This is an optimization exercise on Yosys and OpenROAD, whose aim is small area, not a production implementation.
The RTL was checked by simulation tests, not by an equivalence proof against the original design.
Power and IR drop assume default switching activity.

### design/flow/run.sh
#!/bin/bash
# synth_recipe.tcl (not shown) runs the flow's synth.tcl, then flattens the netlist and writes it again
# the make line also repeats each setting of config.mk as NAME=value (left out here)
make -C /OpenROAD-flow-scripts/flow DESIGN_CONFIG=/design/flow/config.mk WORK_HOME=/design/flow/orfs CLKGATE_MAP_FILE= SYNTH_SCRIPT=/design/flow/synth_recipe.tcl finish
### design/flow/config.mk
export PLATFORM = sky130hd
export DESIGN_NAME = LCD_controller
export DESIGN_NICKNAME = LCD_controller
export VERILOG_FILES = /design/flow/design.v
export SDC_FILE = /design/flow/constraint.sdc
export NUM_CORES = 4
export LEC_CHECK = 0
export CAP_MARGIN = 20
export CORE_MARGIN = 2
export CORE_UTILIZATION = 40
export SLEW_MARGIN = 20
### design/flow/constraint.sdc
create_clock -name core_clock -period 20.0 [get_ports {clk}]
set_input_delay 4.0000 -clock core_clock [delete_from_list [all_inputs] [get_ports {clk}]]
set_output_delay 4.0000 -clock core_clock [all_outputs]
set_load 0.01 [all_outputs]
### design/flow/design.v
module Init_counter_generator (clk, reset, clk_cnt);
input wire clk, reset;
output wire [19:0]clk_cnt;
reg [19:0]next_clk_cnt;
assign clk_cnt = next_clk_cnt;
always @ (posedge clk or posedge reset)
begin
	if (reset == 1'b1) begin
		next_clk_cnt <= 20'b0;
	end
	else begin
	  	next_clk_cnt <= clk_cnt + 20'd1;
		if (clk_cnt == 20'd964048) begin
		  next_clk_cnt <= 20'd0;
		end
	end
end
endmodule
module Initialize_FSM (clk, reset, clk_cnt, enable, SF_D, LCD_E);
input wire clk, reset;
input wire [19:0]clk_cnt;
output reg enable, LCD_E;
output reg [11:0]SF_D;
reg [3:0]next_state;
wire [3:0]state;
parameter OFF    = 4'd0;
parameter STATE1 = 4'd1;
parameter STATE2 = 4'd2;
parameter STATE3 = 4'd3;
parameter STATE4 = 4'd4;
parameter STATE5 = 4'd5;
parameter STATE6 = 4'd6;
parameter STATE7 = 4'd7;
parameter STATE8 = 4'd8;
parameter STATE9 = 4'd9;
parameter DONE   = 4'd10;
assign state = next_state;
always @ (posedge clk or posedge reset)
begin
    if (reset == 1) begin
        next_state <= OFF;
    end
    else begin
        case (state)
        OFF: begin
            next_state <= STATE1;
        end
        STATE1: begin
            if (clk_cnt == 20'd750000) begin
                next_state <= STATE2;
            end
            else begin
                next_state <= STATE1;
            end
        end
        STATE2: begin
            if (clk_cnt == 20'd750012) begin
                next_state <= STATE3;
            end
            else begin
                next_state <= STATE2;
            end
        end
        STATE3: begin
            if (clk_cnt == 20'd955012) begin
                next_state <= STATE4;
            end
            else begin
                next_state <= STATE3;
            end
        end
        STATE4: begin
            if (clk_cnt == 20'd955024) begin
                next_state <= STATE5;
            end
            else begin
                next_state <= STATE4;
            end
        end
        STATE5: begin
            if (clk_cnt == 20'd960024) begin
                next_state <= STATE6;
            end
            else begin
                next_state <= STATE5;
            end
        end
        STATE6: begin
            if (clk_cnt == 20'd960036) begin
                next_state <= STATE7;
            end
            else begin
                next_state <= STATE6;
            end
        end
        STATE7: begin
            if (clk_cnt == 20'd962036) begin
                next_state <= STATE8;
            end
            else begin
                next_state <= STATE7;
            end
        end
        STATE8: begin
            if (clk_cnt == 20'd962048) begin
                next_state <= STATE9;
            end
            else begin
                next_state <= STATE8;
            end
        end
        STATE9: begin
            if (clk_cnt == 20'd964048) begin
                next_state <= DONE;
            end
            else begin
                next_state <= STATE9;
            end
        end
        DONE: begin
            next_state <= DONE;
        end
        default: begin
            next_state <= STATE1;
        end
        endcase
    end
end
always @ (posedge clk or posedge reset)
begin
    if (reset == 1) begin
        enable <= 1'b0;
        LCD_E <= 1'b0;
        SF_D[11:0] <= 12'd0;
    end
    else begin
        case (state)
        OFF: begin
            enable <= 1'b0;
            LCD_E <= 1'b0;
            SF_D[11:8] <= 4'b0000;
        end
        STATE1: begin
            enable <= 1'b0;
            LCD_E <= 1'b0;
            SF_D[11:8] <= 4'b0000;
        end
        STATE2: begin
            enable <= 1'b0;
            LCD_E <= 1'b1;
            SF_D[11:8] <= 4'b0011;
        end
        STATE3: begin
            enable <= 1'b0;
            LCD_E <= 1'b0;
            SF_D[11:8] <= 4'b0000;
        end
        STATE4: begin
            enable <= 1'b0;
            LCD_E <= 1'b1;
            SF_D[11:8] <= 4'b0011;
        end
        STATE5: begin
            enable <= 1'b0;
            LCD_E <= 1'b0;
            SF_D[11:8] <= 4'b0000;
        end
        STATE6: begin
            enable <= 1'b0;
            LCD_E <= 1'b1;
            SF_D[11:8] <= 4'b0011;
        end
        STATE7: begin
            enable <= 1'b0;
            LCD_E <= 1'b0;
            SF_D[11:8] <= 4'b0000;
        end
        STATE8: begin
            enable <= 1'b0;
            LCD_E <= 1'b1;
            SF_D[11:8] <= 4'b0010;
        end
        STATE9: begin
            enable <= 1'b0;
            LCD_E <= 1'b0;
            SF_D[11:8] <= 4'b0000;
        end
        DONE: begin
            enable <= 1'b1;
            LCD_E <= 1'b0;
            SF_D[11:8] <= 4'b0000;
        end
        default: begin
            enable <= 1'b0;
            LCD_E <= 1'b0;
            SF_D[11:8] <= 4'b0000;
        end
        endcase
    end
end
endmodule
module ClockCounterGenerator_w1_64ms(clk, reset, enable, clk_cnt);
input wire clk, reset, enable;
output wire [16:0]clk_cnt;
reg [16:0]next_clk_cnt;
assign clk_cnt = next_clk_cnt;
always @ (posedge clk or posedge reset)
begin
	if (reset == 1'b1) begin
		next_clk_cnt <= 17'b0;
	end
	else begin
		if (enable == 1) begin
		  	next_clk_cnt <= clk_cnt + 17'd1;
			if (clk_cnt == 17'd82000) begin
			  next_clk_cnt <= 17'd0;
			end
		end
		else begin
			next_clk_cnt <= 17'd0;
		end
	end
end
endmodule
module ClockCounterGenerator_w1s(clk, reset, enable, clk_cnt);
input wire clk, reset, enable;
output wire [25:0]clk_cnt;
reg [25:0]next_clk_cnt;
assign clk_cnt = next_clk_cnt;
always @ (posedge clk or posedge reset)
begin
	if (reset == 1'b1) begin
		next_clk_cnt <= 26'b0;
	end
	else begin
		if (enable == 1) begin
	  		next_clk_cnt <= clk_cnt + 26'd1;
			if (clk_cnt == 26'd50000000) begin
		  		next_clk_cnt <= 26'd0;
			end
		end
		else begin
			next_clk_cnt <= 26'd0;
		end
	end
end
endmodule
module Instruction_ClockCounterGenerator(clk, reset, clk_cnt, enable);
input wire clk, reset, enable;
output wire [11:0]clk_cnt;
reg [11:0]next_clk_cnt;
assign clk_cnt = next_clk_cnt;
always @ (posedge clk or posedge reset)
begin
	if (reset == 1'b1) begin
		next_clk_cnt <= 12'b0;
	end
	else begin
		if (enable == 1) begin
		  	next_clk_cnt <= clk_cnt + 12'd1;
			if (clk_cnt == 12'd2080) begin
			  next_clk_cnt <= 12'd0;
			end
		end
	end
end
endmodule
module Instruction_FSM (clk, reset, next_instruction, clk_cnt, db, LCD_RS, SF_D, LCD_RW, LCD_E, done, enable);
input wire clk, reset;
input wire next_instruction;
input wire [11:0]clk_cnt;
input wire [9:0]db;
output reg LCD_RS, LCD_RW, LCD_E;
output reg [11:0]SF_D;
output reg done, enable;
parameter IDLE			= 4'd0;
parameter SETUP_HIGH	= 4'd1;
parameter ACTIVE_HIGH	= 4'd2;
parameter HOLD_HIGH		= 4'd3;
parameter WAIT			= 4'd4;
parameter SETUP_LOW 	= 4'd5;
parameter ACTIVE_LOW	= 4'd6;
parameter HOLD_LOW 		= 4'd7;
parameter DONE 			= 4'd8;
wire [3:0]state;
reg [3:0]next_state;
assign state = next_state;
always @ (posedge clk or posedge reset) begin
  if (reset == 1'b1) begin
	next_state <= IDLE;
  end
  else begin
	case (state)
	IDLE: begin
		if (next_instruction == 1'b1) begin
			next_state <= SETUP_HIGH;
		end
		else begin
			next_state <= IDLE;
		end
	end
	SETUP_HIGH: begin
		if (clk_cnt == 12'd2) begin
			next_state <= ACTIVE_HIGH;
		end
		else begin
			next_state <= SETUP_HIGH;
		end
	end
	ACTIVE_HIGH: begin
		if (clk_cnt == 12'd14) begin
			next_state <= HOLD_HIGH;
		end
		else begin
			next_state <= ACTIVE_HIGH;
		end
	end
	HOLD_HIGH: begin
		if (clk_cnt == 12'd15) begin
			next_state <= WAIT;
	  	end
	  	else begin
			next_state <= HOLD_HIGH;
	  	end
	end
	WAIT: begin
		if (clk_cnt == 12'd65) begin
			next_state <= SETUP_LOW;
	  	end
	  	else begin
			next_state <= WAIT;
	  	end
	end
	SETUP_LOW: begin
		if (clk_cnt == 12'd67) begin
			next_state <= ACTIVE_LOW;
	  	end
	  	else begin
			next_state <= SETUP_LOW;
	  	end
	end
	ACTIVE_LOW: begin
		if (clk_cnt == 12'd79) begin
			next_state <= HOLD_LOW;
	  	end
	  	else begin
			next_state <= ACTIVE_LOW;
	  	end
	end
	HOLD_LOW: begin
		if (clk_cnt == 12'd80) begin
			next_state <= DONE;
	  	end
	  	else begin
			next_state <= HOLD_LOW;
	  	end
	end
	DONE: begin
		if (clk_cnt == 12'd2080) begin
			next_state <= IDLE;
	  	end
	  	else begin
			next_state <= DONE;
	  	end
	end
	default: begin
		next_state <= IDLE;
	end
	endcase
  end
end
always @ (posedge clk or posedge reset) begin
  if (reset == 1'b1) begin
    done    <= 1'b0;
	LCD_E 	<= 1'b0;
	LCD_RS 	<= 1'b0;
	LCD_RW 	<= 1'b0;
	SF_D[11:8] 	<= 4'b0;
    enable  <= 1'b0;
  end
  else begin
	case (state)
	IDLE: begin
        done    <= 1'b0;
		LCD_E 	<= 1'b0;
		LCD_RS 	<= 1'b0;
		LCD_RW 	<= 1'b0;
		SF_D[11:8] 	<= 4'b0;
        enable  <= 1'b0;
	end
	SETUP_HIGH: begin
        done    <= 1'b0;
		LCD_E 	<= 1'b0;
		LCD_RS 	<= db[9];
		LCD_RW 	<= 1'b0;
		SF_D[11:8] 	<= db[7:4];
        enable  <= 1'b1;
	end
	ACTIVE_HIGH: begin
		LCD_E 	<= 1'b1;
		LCD_RS 	<= db[9];
		LCD_RW 	<= db[8];
		SF_D[11:8] 	<= db[7:4];
        enable  <= 1'b1;
	end
	HOLD_HIGH: begin
        done    <= 1'b0;
		LCD_E 	<= 1'b0;
		LCD_RS 	<= db[9];
		LCD_RW 	<= 1'b0;
		SF_D[11:8] 	<= db[7:4];
        enable  <= 1'b1;
	end
	WAIT: begin
        done    <= 1'b0;
		LCD_E 	<= 1'b0;
		LCD_RS 	<= 1'b0;
		LCD_RW 	<= 1'b0;
		SF_D[11:8] 	<= db[7:4];
        enable  <= 1'b1;
	end
	SETUP_LOW: begin
        done    <= 1'b0;
		LCD_E 	<= 1'b0;
		LCD_RS 	<= db[9];
		LCD_RW 	<= 1'b0;
		SF_D[11:8]	<= db[3:0];
        enable  <= 1'b1;
	end
	ACTIVE_LOW: begin
        done    <= 1'b0;
		LCD_E 	<= 1'b1;
		LCD_RS 	<= db[9];
		LCD_RW 	<= db[8];
		SF_D[11:8] 	<= db[3:0];
        enable  <= 1'b1;
	end
	HOLD_LOW: begin
        done    <= 1'b0;
		LCD_E 	<= 1'b0;
		LCD_RS 	<= db[9];
		LCD_RW 	<= 1'b0;
		SF_D[11:8] 	<= db[3:0];
        enable  <= 1'b1;
	end
	DONE: begin
        if (clk_cnt == 12'd2080) begin
            done    <= 1'b1;
            enable  <= 1'b0;
	  	end
        else begin
            enable  <= 1'b1;
            done <= 1'b0;
        end
		LCD_E 	<= 1'b0;
		LCD_RS 	<= 1'b0;
		LCD_RW 	<= 1'b0;
		SF_D[11:8] 	<= db[3:0];
	end
	default: begin
        done    <= 1'b0;
		LCD_E 	<= 1'b0;
		LCD_RS 	<= 1'b0;
		LCD_RW 	<= 1'b0;
		SF_D[11:8] 	<= 4'b0;
        enable  <= 1'b0;
	end
	endcase
  end
end
endmodule
module Configure_FSM (clk, reset, enable, done, cnt_1s, cnt_1_64ms, next_instruction, db, enable_w1s, enable_w1_64ms);
input wire clk, reset;
input wire enable, done;
input wire [25:0]cnt_1s;
input wire [16:0]cnt_1_64ms;
output reg next_instruction;
output reg [9:0]db;
output reg enable_w1s, enable_w1_64ms;
parameter IDLE                          = 4'b0;
parameter FUNCTION_SET 					= 4'd1;
parameter ENTRY_MODE_SET 				= 4'd2;
parameter DISPLAY_ON_OFF 				= 4'd3;
parameter CLEAR_DISPLAY                 = 4'd4;
parameter WAIT_1_64MS                   = 4'd5;
parameter SET_DDRAM_ADDRESS_1 			= 4'd6;
parameter WRITE_DATA_TO_DDRAM_1 	    = 4'd7;
parameter SET_DDRAM_ADDRESS_2			= 4'd8;
parameter WRITE_DATA_TO_DDRAM_2 	    = 4'd9;
parameter WAIT_1SEC                     = 4'd10;
wire [3:0]state;
reg [3:0]next_state;
reg [3:0]counter;
reg cursor_flag;
reg [7:0]line_1 [15:0];
reg [7:0]line_2 [15:0];
always @ (posedge clk) begin
    line_1[0] <= 8'b0100_0011;       
    line_1[1] <= 8'b0110_1000;       
    line_1[2] <= 8'b0111_0010;       
    line_1[3] <= 8'b0110_1001;       
    line_1[4] <= 8'b0111_0011;       
    line_1[5] <= 8'b0010_0000;       
    line_1[6] <= 8'b0100_1010;       
    line_1[7] <= 8'b0110_1111;       
    line_1[8] <= 8'b0110_1000;       
    line_1[9] <= 8'b0110_1110;       
    line_1[10] <= 8'b0010_0000;      
    line_1[11] <= 8'b0011_0001;      
    line_1[12] <= 8'b0011_0010;      
    line_1[13] <= 8'b0011_0011;      
    line_1[14] <= 8'b0010_0000;      
    line_1[15] <= 8'b0010_0000;      
    line_2[0] <= 8'b0100_1000;       
    line_2[1] <= 8'b0110_0101;       
    line_2[2] <= 8'b0110_1100;       
    line_2[3] <= 8'b0110_1100;       
    line_2[4] <= 8'b0110_1111;       
    line_2[5] <= 8'b0010_0000;       
    line_2[6] <= 8'b0101_0111;       
    line_2[7] <= 8'b0110_1111;       
    line_2[8] <= 8'b0111_0010;       
    line_2[9] <= 8'b0110_1100;       
    line_2[10] <= 8'b0110_0100;      
    line_2[11] <= 8'b0010_0001;      
    line_2[12] <= 8'b0010_0001;      
    line_2[13] <= 8'b0010_0001;      
    if (cursor_flag == 1) begin
        line_2[14] <= 8'b0010_0011;  
    end
    else begin
        line_2[14] <= 8'b0010_0000;  
    end
    line_2[15] <= 8'b0010_0000;      
end
assign state = next_state;
always @ (posedge clk or posedge reset) begin
    if (reset == 1'b1) begin
        next_state <= IDLE;
        cursor_flag <= 1'b1;
        next_instruction <= 1'b0;
        enable_w1s <= 1'b0;
        enable_w1_64ms <= 1'b0;
    end
    else begin
        case (state)
            IDLE: begin
                if (enable == 1'b1) begin
                    next_state <= FUNCTION_SET;
                    next_instruction <= 1'b1;
                    enable_w1s <= 1'b0;
                    enable_w1_64ms <= 1'b0;
                end
                else begin
                    next_state <= IDLE;
                    next_instruction <= 1'b0;
                    enable_w1s <= 1'b0;
                    enable_w1_64ms <= 1'b0;
                end
            end
            FUNCTION_SET: begin
                if (done == 1'b1) begin
                    next_state <= ENTRY_MODE_SET;
                    next_instruction <= 1'b1;
                    enable_w1s <= 1'b0;
                    enable_w1_64ms <= 1'b0;
                end
                else begin
                    next_state <= FUNCTION_SET;
                    next_instruction <= 1'b0;
                    enable_w1s <= 1'b0;
                    enable_w1_64ms <= 1'b0;
                end
            end
            ENTRY_MODE_SET: begin
                if (done == 1'b1) begin
                    next_state <= DISPLAY_ON_OFF;
                    next_instruction <= 1'b1;
                    enable_w1s <= 1'b0;
                    enable_w1_64ms <= 1'b0;
                end
                else begin
                    next_state <= ENTRY_MODE_SET;
                    next_instruction <= 1'b0;
                    enable_w1s <= 1'b0;
                    enable_w1_64ms <= 1'b0;
                end
            end
            DISPLAY_ON_OFF: begin
                if (done == 1'b1) begin
                    next_state <= CLEAR_DISPLAY;
                    next_instruction <= 1'b1;
                    enable_w1s <= 1'b0;
                    enable_w1_64ms <= 1'b0;
                end
                else begin
                    next_state <= DISPLAY_ON_OFF;
                    next_instruction <= 1'b0;
                    enable_w1s <= 1'b0;
                    enable_w1_64ms <= 1'b0;
                end
            end
            CLEAR_DISPLAY: begin
                if (done == 1'b1) begin
                    next_state <= WAIT_1_64MS;
                    next_instruction <= 1'b0;
                    enable_w1s <= 1'b0;
                    enable_w1_64ms <= 1'b1;
                end
                else begin
                    next_state <= CLEAR_DISPLAY;
                    next_instruction <= 1'b0;
                    enable_w1s <= 1'b0;
                    enable_w1_64ms <= 1'b0;
                end
            end
            WAIT_1_64MS: begin
                if (cnt_1_64ms == 17'd82000) begin
                    next_state <= SET_DDRAM_ADDRESS_1;
                    next_instruction <= 1'b1;
                    enable_w1s <= 1'b0;
                    enable_w1_64ms <= 1'b0;
                end
                else begin
                    next_state <= WAIT_1_64MS;
                    next_instruction <= 1'b0;
                    enable_w1s <= 1'b0;
                    enable_w1_64ms <= 1'b1;
                end
            end
            SET_DDRAM_ADDRESS_1: begin
                if (done == 1'b1) begin
                    next_state <= WRITE_DATA_TO_DDRAM_1;
                    next_instruction <= 1'b1;
                    enable_w1s <= 1'b0;
                    enable_w1_64ms <= 1'b0;
                end
                else begin
                    next_state <= SET_DDRAM_ADDRESS_1;
                    next_instruction <= 1'b0;
                    enable_w1s <= 1'b0;
                    enable_w1_64ms <= 1'b0;
                end
            end
            WRITE_DATA_TO_DDRAM_1: begin
                if (counter == 4'd15 && done == 1'b1) begin
                    next_state <= SET_DDRAM_ADDRESS_2;
                    next_instruction <= 1'b1;
                    enable_w1s <= 1'b0;
                    enable_w1_64ms <= 1'b0;
                end
                else begin
                    if (done == 1'b1) begin
                        next_state <= WRITE_DATA_TO_DDRAM_1;
                        next_instruction <= 1'b1;
                        enable_w1s <= 1'b0;
                        enable_w1_64ms <= 1'b0;
                    end
                    else begin
                        next_state <= WRITE_DATA_TO_DDRAM_1;
                        next_instruction <= 1'b0;
                        enable_w1s <= 1'b0;
                        enable_w1_64ms <= 1'b0;
                    end
                end
            end
            SET_DDRAM_ADDRESS_2: begin
                if (done == 1'b1) begin
                    next_state <= WRITE_DATA_TO_DDRAM_2;
                    next_instruction <= 1'b1;
                    enable_w1s <= 1'b0;
                    enable_w1_64ms <= 1'b0;
                end
                else begin
                    next_state <= SET_DDRAM_ADDRESS_2;
                    next_instruction <= 1'b0;
                    enable_w1s <= 1'b0;
                    enable_w1_64ms <= 1'b0;
                end
            end
            WRITE_DATA_TO_DDRAM_2: begin
                if (counter == 4'd15 && done == 1'b1) begin
                    next_state <= WAIT_1SEC;
                    next_instruction <= 1'b0;
                    enable_w1s <= 1'b1;
                    enable_w1_64ms <= 1'b0;
                end
                else begin
                    if (done == 1'b1) begin
                        next_state <= WRITE_DATA_TO_DDRAM_2;
                        next_instruction <= 1'b1;
                        enable_w1s <= 1'b0;
                        enable_w1_64ms <= 1'b0;
                    end
                    else begin
                        next_state <= WRITE_DATA_TO_DDRAM_2;
                        next_instruction <= 1'b0;
                        enable_w1s <= 1'b0;
                        enable_w1_64ms <= 1'b0;
                    end
                end
            end
            WAIT_1SEC: begin
                if (cnt_1s == 26'd50000000) begin
                    next_state <= FUNCTION_SET;
                    cursor_flag <= ~cursor_flag;
                    next_instruction <= 1'b1;
                    enable_w1s <= 1'b0;
                    enable_w1_64ms <= 1'b0;
                end
                else begin
                    next_state <= WAIT_1SEC;
                    next_instruction <= 1'b0;
                    enable_w1s <= 1'b1;
                    enable_w1_64ms <= 1'b0;
                end
            end
            default: begin
                next_state <= IDLE;
                next_instruction <= 1'b0;
                enable_w1s <= 1'b0;
                enable_w1_64ms <= 1'b0;
            end
        endcase
    end
end
always @ (posedge clk or posedge reset) begin
    if (reset == 1'b1) begin
        db <= 10'b00_0000_0000;
        counter <= 4'b0;
    end
    else begin
        case (state)
        IDLE: begin
            db <= 10'b00_0000_0000;
        end
        FUNCTION_SET: begin
            db <= 10'b00_0010_1000;
        end
        ENTRY_MODE_SET: begin
            db <= 10'b00_0000_0110;
        end
        DISPLAY_ON_OFF: begin
            db <= 10'b00_0000_1100;
        end
        CLEAR_DISPLAY: begin
            db <= 10'b00_0000_0001;
        end
        WAIT_1_64MS: begin
            db <= 10'b00_0000_0000;
        end
        SET_DDRAM_ADDRESS_1: begin
            db <= 10'b00_1000_0000;
        end
        WRITE_DATA_TO_DDRAM_1: begin
            db <= {2'b10, line_1[counter]};
            if (done == 1) begin
                counter <= counter + 1;
            end
        end
        SET_DDRAM_ADDRESS_2: begin
            db <= 10'b00_1100_0000;
        end
        WRITE_DATA_TO_DDRAM_2: begin
            db <= {2'b10, line_2[counter]};
            if (done == 1) begin
                counter <= counter + 1;
            end
        end
        WAIT_1SEC: begin
            db <= 10'b00_0000_0000;
        end
        default: begin
            db <= 10'b11_1111_1111;
        end
        endcase
    end
end
endmodule
module LCD_controller (clk, reset, LCD_E, SF_D11, SF_D10, SF_D9, SF_D8, LCD_RS, LCD_RW);
input wire clk, reset;
output reg LCD_E;
output wire LCD_RS, LCD_RW;
output reg SF_D11, SF_D10, SF_D9, SF_D8;
wire [11:0]init_sfd;
wire [11:0]instr_sfd;
wire init_lcd_e, instr_lcd_e;
wire enable, done, next_instruction, enable_w1s, enable_w1_64ms, enable_instr_cnt;
wire [19:0]init_clk_cnt;
wire [11:0]instruction_clk_cnt;
wire [25:0]cnt_1s;
wire [16:0]cnt_1_64ms;
wire [9:0]db;
always @ (posedge clk or posedge reset) begin
    if(reset) begin
        SF_D11  <= 1'b0;
        SF_D10  <= 1'b0;
        SF_D9   <= 1'b0;
        SF_D8   <= 1'b0;
        LCD_E   <= 1'b1;
    end
    else begin
        if (enable == 1'b1) begin
            SF_D11  <= instr_sfd[11];
            SF_D10  <= instr_sfd[10];
            SF_D9   <= instr_sfd[9];
            SF_D8   <= instr_sfd[8];
            LCD_E <= instr_lcd_e;
        end
        else begin
            SF_D11  <= init_sfd[11];
            SF_D10  <= init_sfd[10];
            SF_D9   <= init_sfd[9];
            SF_D8   <= init_sfd[8];
            LCD_E <= init_lcd_e;
        end
    end
end
Initialize_FSM Initialize_FSM (
    .clk      (clk),
    .reset    (reset),
    .clk_cnt  (init_clk_cnt),
    .enable   (enable),
    .SF_D     (init_sfd),
    .LCD_E    (init_lcd_e)
);
Init_counter_generator Init_counter_generator (
    .clk      (clk),
    .reset    (reset),
    .clk_cnt  (init_clk_cnt)
);
Configure_FSM Configure_FSM (
    .clk              (clk),
    .reset            (reset),
    .enable           (enable),
    .done             (done),
    .cnt_1s           (cnt_1s),
    .cnt_1_64ms       (cnt_1_64ms),
    .next_instruction (next_instruction),
    .db               (db),
    .enable_w1s       (enable_w1s),
    .enable_w1_64ms   (enable_w1_64ms)
);
ClockCounterGenerator_w1_64ms ClockCounterGenerator_w1_64ms (
    .clk      (clk),
    .reset    (reset),
    .enable   (enable_w1_64ms),
    .clk_cnt  (cnt_1_64ms)
);
ClockCounterGenerator_w1s ClockCounterGenerator_w1s(
    .clk      (clk),
    .reset    (reset),
    .enable   (enable_w1s),
    .clk_cnt  (cnt_1s)
);
Instruction_FSM Instruction_FSM (
    .clk              (clk),
    .reset            (reset),
    .next_instruction (next_instruction),
    .clk_cnt          (instruction_clk_cnt),
    .db               (db),
    .LCD_RS           (LCD_RS),
    .SF_D             (instr_sfd),
    .LCD_RW           (LCD_RW),
    .LCD_E            (instr_lcd_e),
    .done             (done),
    .enable           (enable_instr_cnt)
);
Instruction_ClockCounterGenerator Instruction_ClockCounterGenerator (
    .clk        (clk),
    .reset      (reset),
    .clk_cnt    (instruction_clk_cnt),
    .enable     (enable_instr_cnt)
);
endmodule
==> out/metrics.csv <==
stage;metric;value;unit
detailed_routing;via count;5576;
clock_tree;post-CTS sizing;0;
die;Die Y;137;µm
clock_tree;Bufs on Longest Clock Path;2;
cells_and_area;synthesis-to-finish area growth;12.1;%
timing;Final TNS setup;0;ps
placed_design;port buffer count;8;
global_routing;largest net degree at the start of global routing;80;
clock_tree;Clk pin slew, worst setup/hold paths;60;ps
clock_tree;clk sink count;123;
cells_and_area;Final nets;779;
yosys;Ys Warns;10;
clock_tree;CTS Hold Bufs;0;
yosys;asr flop ratio synth;99.2;%
cells_and_area;commonest non-fill, non-tap cell in the layout;dfrtp_1;
detailed_routing;post-route ant nets;0;
run_status;status;finished clean;
setup_path;Crit. End Element;primary output;
power;Leak;3.11;nW
yosys;synthesized instance count;786;
detailed_routing;WL/cell;14.8;µm
setup_path;worst endpoint data arrival time;1450;ps
setup_path;CP max-delay cell;clkdlybuf4s50_1;
cells_and_area;FF/Latch Area;3080;µm²
worst_hold_path;worst hold path type;flip-flop to flip-flop;
yosys;synth unique cells;71;
global_routing;initial antenna violation count;0;
placed_design;pre-CTS setup slack;14070;ps
timing;endpoints failing setup;0;
global_routing;gr usage total;17.1;%
setup_path;worst path bufs/invs;1;
setup_path;CP cell instances;clkdlybuf4s50_1;
die;IO Pins;9;
detailed_routing;final WL;14900;µm
yosys;syn avg cell area;8.97;µm²
placed_design;HPWL after detailed placement;9790;µm
setup_path;CP startpoint kind;flip-flop;
detailed_routing;drt first pass iters;5;
timing;min cycle time layout;5450;ps
power;Combinational Power Share;1.0;%
detailed_routing;initial DRC count;381;
clock_tree;postcts setup bufs;0;
setup_path;reg-to-reg slack, setup;17550;ps
power;worst vdd ir;0.0556;mV
timing;Final period util;27.2;%
timing;Max Slew Vio Count;0;
yosys;largest cells by area after synthesis;dfrtp_1 (43%), nor2_1 (5.4%), xnor2_1 (4.8%);
placed_design;GP Congestion;0.870;
die;Initial Util;40.9;%
power;PD cells;75.2;nW/µm²
timing;Max Clk Rate;0.184;GHz
yosys;syn nets;801;
timing;Worst-Margin Slew;885;ps
detailed_routing;drt via density;5.56;
setup_path;CP Class;flip-flop to primary output;
global_routing;vias in the first global route;5413;
yosys;ys flop type;dfrtp_1;
flow_run;max-cap viol count;0;
setup_path;Max stage delay on crit path;520;ps
die;Row Count;48;
global_routing;Overflow after GRT;0;
yosys;Post-synth EDFFs;0;
cells_and_area;area taken by multi-input logic gates;3650;µm²
cells_and_area;Fillers;1606;
clock_tree;CTS tree;yes;
power;Clock Power Share;57.1;%
yosys;area leader, netlist;dfrtp_1;
setup_path;Critical Path RT;16000;ps
die;Die ar.;18700;µm²
timing;fin worst setup slack;14550;ps
detailed_routing;drc violations;0;
placed_design;placed cell areas;7210;µm²
power;Int Pwr;480;µW
yosys;FF+latch count, synth;123;
timing;Setup Skew;7.78;ps
yosys;Mapped Area;7050;µm²
timing;Slew headroom;40.9;%
yosys;post-synth top area share;42.6;%
power;Switch Pwr;114;µW
power;part of the power in registers;41.9;%
timing;Fin. Hold Viols;0;
power;Net Sw Frac;19.2;%
clock_tree;Clock Root Buffer;clkbuf_16;
timing;unrepaired setup endpoints after global routing;false;
setup_path;Max FO, Critical Path;1;
clock_tree;Clk Latency, worst-skew pair;420;ps
clock_tree;total CTS buffers;17;
die;die span in x;137;µm
die;core area;17200;µm²
cells_and_area;most frequent cells in the layout;dfrtp_1 (120), nor2_1 (101), nand2_1 (61);
yosys;Seq/Total Area, Yosys;43.6;%
cells_and_area;fraction of layout cells with a size suffix above 1;7.59;%
cells_and_area;post-route cell area;7900;µm²
global_routing;first-pass GRT wire length;25800;µm
clock_tree;H-Tree Depth;4;
setup_path;delay-heaviest family, CP;buffers and inverters;
cells_and_area;diode count;0;
==> through the flow <==
stage,power [mW],util (%),hold WS [ps],std cells
finish,0.595,45.8,415,1002
detailed placement,0.259,41.9,410,969
global route,0.615,45.8,423,1002
floorplan,0.257,-,402,786
global placement,0.259,41.9,407,969
CTS,0.601,45.7,416,1001
==> metal layers <==
metal / track usage (%) / vias to the layer above / share of wire, %
met5: 0 / - / 0
met4: 5.44 / 0 / 1.2
met3: 4.67 / 17 / 3.6
met2: 26.7 / 114 / 46
met1: 23.2 / 2719 / 49
li1: - / 2726 / -
==> worst paths after layout <==
path / startpoint / endpoint / cells past startpoint
max: LCD_E / LCD_E / 1
min: Configure_FSM.cursor_flag / Configure_FSM.line_2[14][0] / 0
max reg2reg: ClockCounterGenerator_w1s.next_clk_cnt[0] / ClockCounterGenerator_w1s.next_clk_cnt[15] / 7
min reg2reg: Configure_FSM.cursor_flag / Configure_FSM.line_2[14][0] / 0
max in group asynchronous: reset / LCD_E / 4
min in group asynchronous: reset / Initialize_FSM.next_state[1] / 2
==> power by group through the flow <==
stage | clock [mW] | sequential, mW | combinational [mW]
detailed placement | 0 | 0.253 | 0.00547
global route | 0.359 | 0.249 | 0.00686
finish | 0.340 | 0.249 | 0.00569
global placement | 0 | 0.253 | 0.00525
floorplan | 0 | 0.253 | 0.00357
CTS | 0.347 | 0.249 | 0.00551
==> cells in the mapped netlist (9+ instances only) <==
cell	n
dfrtp_1	120
nor2_1	101
nand2_1	61
clkbuf_1	40
xnor2_1	39
nand3_1	35
o21ai_0	32
a21oi_1	30
inv_1	30
xor2_1	27
nand4_1	24
nor3_1	23
nand2b_1	14
ha_1	13
and3_1	12
nor2b_1	12
and2_1	11
nor4_1	11
a31oi_1	9
and4_1	9
==> flip-flops by register name, summed over array words and instances (netlist names), 4 cells and up <==
name,count
Instruction_FSM.next_state,4
ClockCounterGenerator_w1s.next_clk_cnt,26
ClockCounterGenerator_w1_64ms.next_clk_cnt,17
Configure_FSM.db,10
Configure_FSM.next_state,4
Initialize_FSM.next_state,4
Configure_FSM.counter,4
Init_counter_generator.next_clk_cnt,20
Instruction_FSM.SF_D,4
Instruction_ClockCounterGenerator.next_clk_cnt,12
==> logic make-up (layout without fill, tap and decap cells) <==
family / after synthesis / in the layout / synth area share, %
buf+inv: 82 / 73 / 4.61
mux: 9 / 9 / 1.40
compound gates: 122 / 122 / 11.1
simple gates: 371 / 371 / 28.8
fa+ha+maj: 13 / 13 / 2.31
flops: 123 / 123 / 43.6
xor+xnor: 66 / 66 / 8.20
==> cell type report <==
type                       count  share of cell area, %
sequential                   123                   38.9
tap                          225                   3.56
clock buffer                  21                   5.95
clock inverter                11                   2.41
timing repair buffer          10                   1.46
multi-input combinational    581                   46.2
inverter                      31                   1.50

==> static timing again, ports no longer ideal <==
The flow's constraints put no driver on any port. The routed layout listed below was extracted and timed again, unchanged, in two steps.
Step 1 (the two cells are an assumption about what drives the block):
set clk [get_ports {clk}]
set_driving_cell -lib_cell sky130_fd_sc_hd__clkbuf_16 $clk
set_driving_cell -lib_cell sky130_fd_sc_hd__buf_2 [delete_from_list [all_inputs] $clk]
Step 2 moves the port delays by t, midway between the first and last clock arrival at a register: inputs arrive t later, outputs are due t later. That takes back most of the time a late clock gives input paths.
Slacks: ideal / step 1 / step 2; pairs: ideal / step 1.
t, ns: 0.460
setup slack, ns: 14.553 / 14.511 / 14.450
worst register clock-pin slew, ns: 0.06 / 0.06
worst data-port slew with drivers (ns): 0.03
After both steps this run still meets setup and hold. The setup slack of this run moves by -0.042 ns with the drivers and by -0.103 ns with both steps. Setup slack includes reset recovery checks.
